From an optimization exercise on the open Yosys and OpenROAD flow, aimed at small area; shortcuts taken in it are not production practice. At most, simulation tests tie the RTL to the original design; equivalence was not proved. Power and IR drop assume default switching activity.

Setup of delta:
## ldiv
module ldiv #
  (
   parameter 	NUMERATOR_WIDTH = 32,
   parameter 	DENOMINATOR_WIDTH = 32,
   parameter 	QUOTIENT_WIDTH = 32
   )
   (
    input 				      clk,
    input 				      reset,
    input signed [NUMERATOR_WIDTH - 1:0]      numerator_in,
    input [DENOMINATOR_WIDTH - 1:0] 	      denominator_in,
    input 				      valid_in,
    output signed [QUOTIENT_WIDTH - 1:0]      quotient_out,
    output signed [NUMERATOR_WIDTH - 1:0]     remainder_out,
    output 				      valid_out,
    output signed [NUMERATOR_WIDTH - 1 + 1:0] numerator_out,
    output [DENOMINATOR_WIDTH - 1:0] 	      denominator_out
    );
Settings: LEC_CHECK=0, CAP_MARGIN=20, CORE_MARGIN=2, CORE_UTILIZATION=45, GPL_TIMING_DRIVEN=0, PLACE_DENSITY=0.6, SLEW_MARGIN=20; clock period 7.0 ns.
run.sh (not shown) runs the stock make flow with config.mk's settings and CLKGATE_MAP_FILE= SYNTH_SCRIPT=/design/flow/synth_recipe.tcl, a recipe that flattens the netlist after the stock synthesis.
Layout checks on delta: not met. Flow itself completed; violations: setup timing.
For beta, these inputs were changed with respect to delta:
# delta
export LEC_CHECK = 0
export CAP_MARGIN = 20
export CORE_MARGIN = 2
export CORE_UTILIZATION = 45
export GPL_TIMING_DRIVEN = 0
export PLACE_DENSITY = 0.6
export SLEW_MARGIN = 20
create_clock -name core_clock -period 7.0 [get_ports {clk}]
# beta
export LEC_CHECK = 0
export CAP_MARGIN = 20
export CORE_MARGIN = 2
export CORE_UTILIZATION = 45
export PLACE_DENSITY = 0.6
export SLEW_MARGIN = 20
create_clock -name core_clock -period 7.0 [get_ports {clk}]
==> summary.txt <==
- beta finished all stages; however, its layout fails the closing checks, the failures being setup timing.
- Of beta and delta, delta shows the lower maximum frequency, with beta above it.
- On first-pass GRT wire length, delta loses to beta.
- The higher number of clock buffers in the layout came out of beta.
- The lower reported combinational group power came out of beta.
- Summary of beta over delta: count of cells along the worst register-to-register path -4.0%; multi-input gate share of total cell area -1.9 points; total number of vias +134; sequential cell area share +0.20 points; slack of the critical path +0.21 ns.
No functional check of the RTL was part of any run of this note.

---

Another version of the RTL of ldiv (not shown whole).
Size: ~5900 cells after synthesis, about 1200 flip-flops.
Settings: LEC_CHECK=0, CAP_MARGIN=20, CORE_MARGIN=2, CORE_UTILIZATION=45, PLACE_DENSITY=0.6, SLEW_MARGIN=20; clock period 7.0 ns.
The first run completed with no timing, DRC or antenna violations.
Rerun with:
Settings changed: CTS_BUF_LIST set to sky130_fd_sc_hd__clkbuf_4.
What happened:
- first-iteration DRC count went down by 2.4%
- via count rises by 2.9%
- synthesized cell count stays the same
- wire length goes up by 1.7%
- die area is unchanged
- utilization shrinks by 0.48 points
- non-clock buffer count rises by 4
- clock power shrinks by 14%
- flip-flop and latch count does not change
- sequential power is about the same
- register-to-register slack is about the same

---

## run 1
Another version of the RTL of ldiv (not shown whole).
Size: about 6300 cells after synthesis, ~1200 flip-flops.
clock: 7.0 ns
lec_check: 0
cap_margin: 20
core_margin: 2
core_utilization: 60
cts_buf_list: sky130_fd_sc_hd__clkbuf_16
cts_cluster_diameter: 120
cts_cluster_size: 30
gpl_timing_driven: 0
place_density: 0.75
slew_margin: 20
synth_hierarchical: 1
Run 1 reached the end of the flow, and the finished layout is clean on the timing, DRC and antenna checks.
Here is what was changed in the inputs of run 2 compared with run 1.
Settings: a deleted GPL_TIMING_DRIVEN that had been 0; a change of PLACE_DENSITY from 0.75 to 0.7; a change of CORE_UTILIZATION from 60 to 55.
==> summary.txt <==
Met3 wire length delta for run 2 relative to run 1: 23% lower
Re first-pass GRT wire length: run 1 was higher than run 2.
Run 2 vs. run 1: post-route worst setup slack +0.052 ns; combinational power decreased about 3%; power attributed to the clock group fell about 1%; post-synthesis xor/xnor area fraction flat.
A startpoint of the most critical setup path of denominator_in[21] is what run 1 shows, while denominator_in[30] belongs to run 2.
Run 1 has higher wire length than run 2.
Per the comparison of run 2 with run 1, final-layout fill cell count went up by 17%, cell area lost 0.62%.
Changes in run 3 relative to run 2:
Settings: swapping 55 for 60 in CORE_UTILIZATION; swapping 0.7 for 0.75 in PLACE_DENSITY.
Findings:
Run 3 | status: complete | timing, DRC, antenna: pass
Maximum clock frequency: run 3 vs run 2, no meaningful difference
In the reports for run 3 and run 2, the smaller clock skew belongs to run 3.
Run 2 → run 3: overall power of the completed layout stayed essentially flat; clock period minus final worst setup slack decreased by 0.015 ns relative to the old numbers.

---

Another version of the RTL of ldiv (not shown whole).
Size: about 6400 cells after synthesis, roughly 1200 flip-flops, about 200 I/O pins, roughly 0.058 mm^2 of cells after synthesis.
Settings: LEC_CHECK=0, CAP_MARGIN=20, CORE_MARGIN=2, CORE_UTILIZATION=60, CTS_BUF_LIST=sky130_fd_sc_hd__clkbuf_16, CTS_CLUSTER_DIAMETER=120, CTS_CLUSTER_SIZE=30, PLACE_DENSITY=0.75, SLEW_MARGIN=20, SYNTH_HIERARCHICAL=1; clock period 7.0 ns.
standard.sh (not shown) runs the stock make flow with config.mk's settings and CLKGATE_MAP_FILE= SYNTH_SCRIPT=/design/flow/synth_recipe.tcl, a recipe that flattens the netlist after the stock synthesis.
==> flow/flow/run.sh <==
#!/bin/bash
set -euo pipefail
bash standard.sh finish "BUFFER_PORTS_ARGS=-buffer_cell sky130_fd_sc_hd__buf_2" > standard.log 2>&1
Edit:
==> flow/flow/run.sh (replaced) <==
#!/bin/bash
set -euo pipefail
bash standard.sh finish "BUFFER_PORTS_ARGS=-buffer_cell sky130_fd_sc_hd__buf_1" > standard.log 2>&1
=>
- The changed run passed the timing, DRC and antenna checks
- synthesized cell count does not change
- setup slack gains 42 ps
- power is about the same
- final cell count hardly moves
- flip-flop and latch count is unchanged
- register-to-register slack gains 40 ps
- wire length went down by 0.77%
- final area went down by 0.52%
- global-route usage went down by 0.18 points

---

ldiv with an RTL version that a note above also has.
Size in the first run: about 6300 cells after synthesis, ~1200 flip-flops, roughly 57000 um^2 of cells after synthesis.
Design ldiv, start of the top module:
module ldiv #
  (
   parameter 	NUMERATOR_WIDTH = 32,
   parameter 	DENOMINATOR_WIDTH = 32,
   parameter 	QUOTIENT_WIDTH = 32
   )
   (
    input 				      clk,
    input 				      reset,
    input signed [NUMERATOR_WIDTH - 1:0]      numerator_in,
    input [DENOMINATOR_WIDTH - 1:0] 	      denominator_in,
    input 				      valid_in,
    output signed [QUOTIENT_WIDTH - 1:0]      quotient_out,
    output signed [NUMERATOR_WIDTH - 1:0]     remainder_out,
    output 				      valid_out,
    output signed [NUMERATOR_WIDTH - 1 + 1:0] numerator_out,
    output [DENOMINATOR_WIDTH - 1:0] 	      denominator_out
    );
   wire [31:0] n0 = numerator_in;
   wire [31:0] d0 = denominator_in;
   wire v0 = valid_in;
   wire [0:0] t1 = {n0[30] ^ n0[31]};
   wire [0:0] b1_g = ~t1 & d0[0:0];
   wire [0:0] b1_p = ~t1 | d0[0:0];
   wire [1:0] b1;
   assign b1[0] = 1'b0;
   assign b1[1] = b1_g[0];
   wire g1 = ~b1[1] & ~(|d0[31:1]);
   wire [0:0] r1 = t1 ^ ({1{g1}} & (d0[0:0] ^ b1[0:0]));
   wire [0:0] q1 = g1;
   wire [1:0] t2 = {r1, n0[29] ^ n0[31]};
   wire [1:0] b2_g = ~t2 & d0[1:0];
   wire [1:0] b2_p = ~t2 | d0[1:0];
   wire b2_G0 = b2_g[1] | (b2_p[1] & b2_g[0]);
   wire b2_P0 = b2_p[1] & b2_p[0];
   wire [2:0] b2;
   assign b2[0] = 1'b0;
   assign b2[1] = b2_g[0];
   assign b2[2] = b2_G0;
   wire g2 = ~b2[2] & ~(|d0[31:2]);
   wire [1:0] r2 = t2 ^ ({2{g2}} & (d0[1:0] ^ b2[1:0]));
   wire [1:0] q2 = {q1, g2};
   wire [2:0] t3 = {r2, n0[28] ^ n0[31]};
   wire [2:0] b3_g = ~t3 & d0[2:0];
   wire [2:0] b3_p = ~t3 | d0[2:0];
   wire b3_G0 = b3_g[1] | (b3_p[1] & b3_g[0]);
   wire b3_P0 = b3_p[1] & b3_p[0];
   wire b3_G1 = b3_g[2] | (b3_p[2] & b3_G0);
   wire b3_P1 = b3_p[2] & b3_P0;
   wire [3:0] b3;
   assign b3[0] = 1'b0;
   assign b3[1] = b3_g[0];
   assign b3[2] = b3_G0;
   assign b3[3] = b3_G1;
   wire g3 = ~b3[3] & ~(|d0[31:3]);
   wire [2:0] r3 = t3 ^ ({3{g3}} & (d0[2:0] ^ b3[2:0]));
   wire [2:0] q3 = {q2, g3};
   wire [3:0] t4 = {r3, n0[27] ^ n0[31]};
  ...
Settings: LEC_CHECK=0, CAP_MARGIN=20, CORE_MARGIN=2, CORE_UTILIZATION=60, CTS_BUF_LIST=sky130_fd_sc_hd__clkbuf_16, CTS_CLUSTER_DIAMETER=120, CTS_CLUSTER_SIZE=30, PLACE_DENSITY=0.75, SLEW_MARGIN=20, SYNTH_HIERARCHICAL=1; clock period 7.0 ns.
==> flow/flow/run.sh <==
#!/bin/bash
set -euo pipefail
bash standard.sh finish "BUFFER_PORTS_ARGS=-buffer_cell sky130_fd_sc_hd__buf_2" > standard.log 2>&1
The baseline finished clean.
Next try:
==> flow/flow/run.sh (replaced) <==
#!/bin/bash
set -euo pipefail
bash standard.sh finish "BUFFER_PORTS_ARGS=-buffer_cell sky130_fd_sc_hd__buf_1" > standard.log 2>&1
Result:
- Now the flow completed and failed the layout checks on antenna violations
- worst setup slack is better by 30 ps
- routed wire length hardly moves
- global-route usage stays flat

==> static timing again, ports no longer ideal <==
Ports are ideal in the flow. The routed layouts listed here were re-timed in OpenROAD. Step 1, drivers: a clkbuf_16 drives clk and a buf_2 each remaining input, both assumed. Step 2, shift: input delay + t, output delay - t, t = (earliest + latest rising clock arrival at the registers) / 2. This alone moves slack from input paths to output paths. Slacks: ideal ports / drivers / drivers and shift; pairs: ideal ports / drivers.
run	t (ns)	setup slack, ns	latest minus earliest clock arrival (ns)	worst slew at a driven data input, ns	cell pins on the clock port's net
delta	0.812	-0.443 / -0.517 / -0.501	0.063 / 0.063	0.06	1
beta	0.815	-0.235 / -0.304 / -0.269	0.040 / 0.041	0.05	1
the first run of note 2	0.830	0.114 / 0.114 / -0.012	0.060 / 0.059	0.05	1
the second run of note 2	1.251	0.105 / 0.105 / 0.045	0.123 / 0.124	0.06	1
run 1	0.762	0.147 / 0.181 / -0.574	0.052 / 0.053	0.05	1
run 2	0.750	0.199 / 0.247 / -0.503	0.047 / 0.048	0.08	1
run 3	0.759	0.213 / 0.263 / -0.496	0.035 / 0.036	0.07	1
the first run of note 4	0.758	0.319 / 0.319 / 0.319	0.027 / 0.027	0.07	1
the second run of note 4	0.759	0.361 / 0.361 / 0.361	0.046 / 0.046	0.05	1
the first run of note 5	0.764	0.216 / 0.216 / -0.426	0.053 / 0.054	0.04	1
the second run of note 5	0.748	0.246 / 0.246 / -0.220	0.045 / 0.046	0.05	1
The setup slack of run 1, which loses most, moves by +0.034 ns with the drivers and by -0.721 ns with both steps.
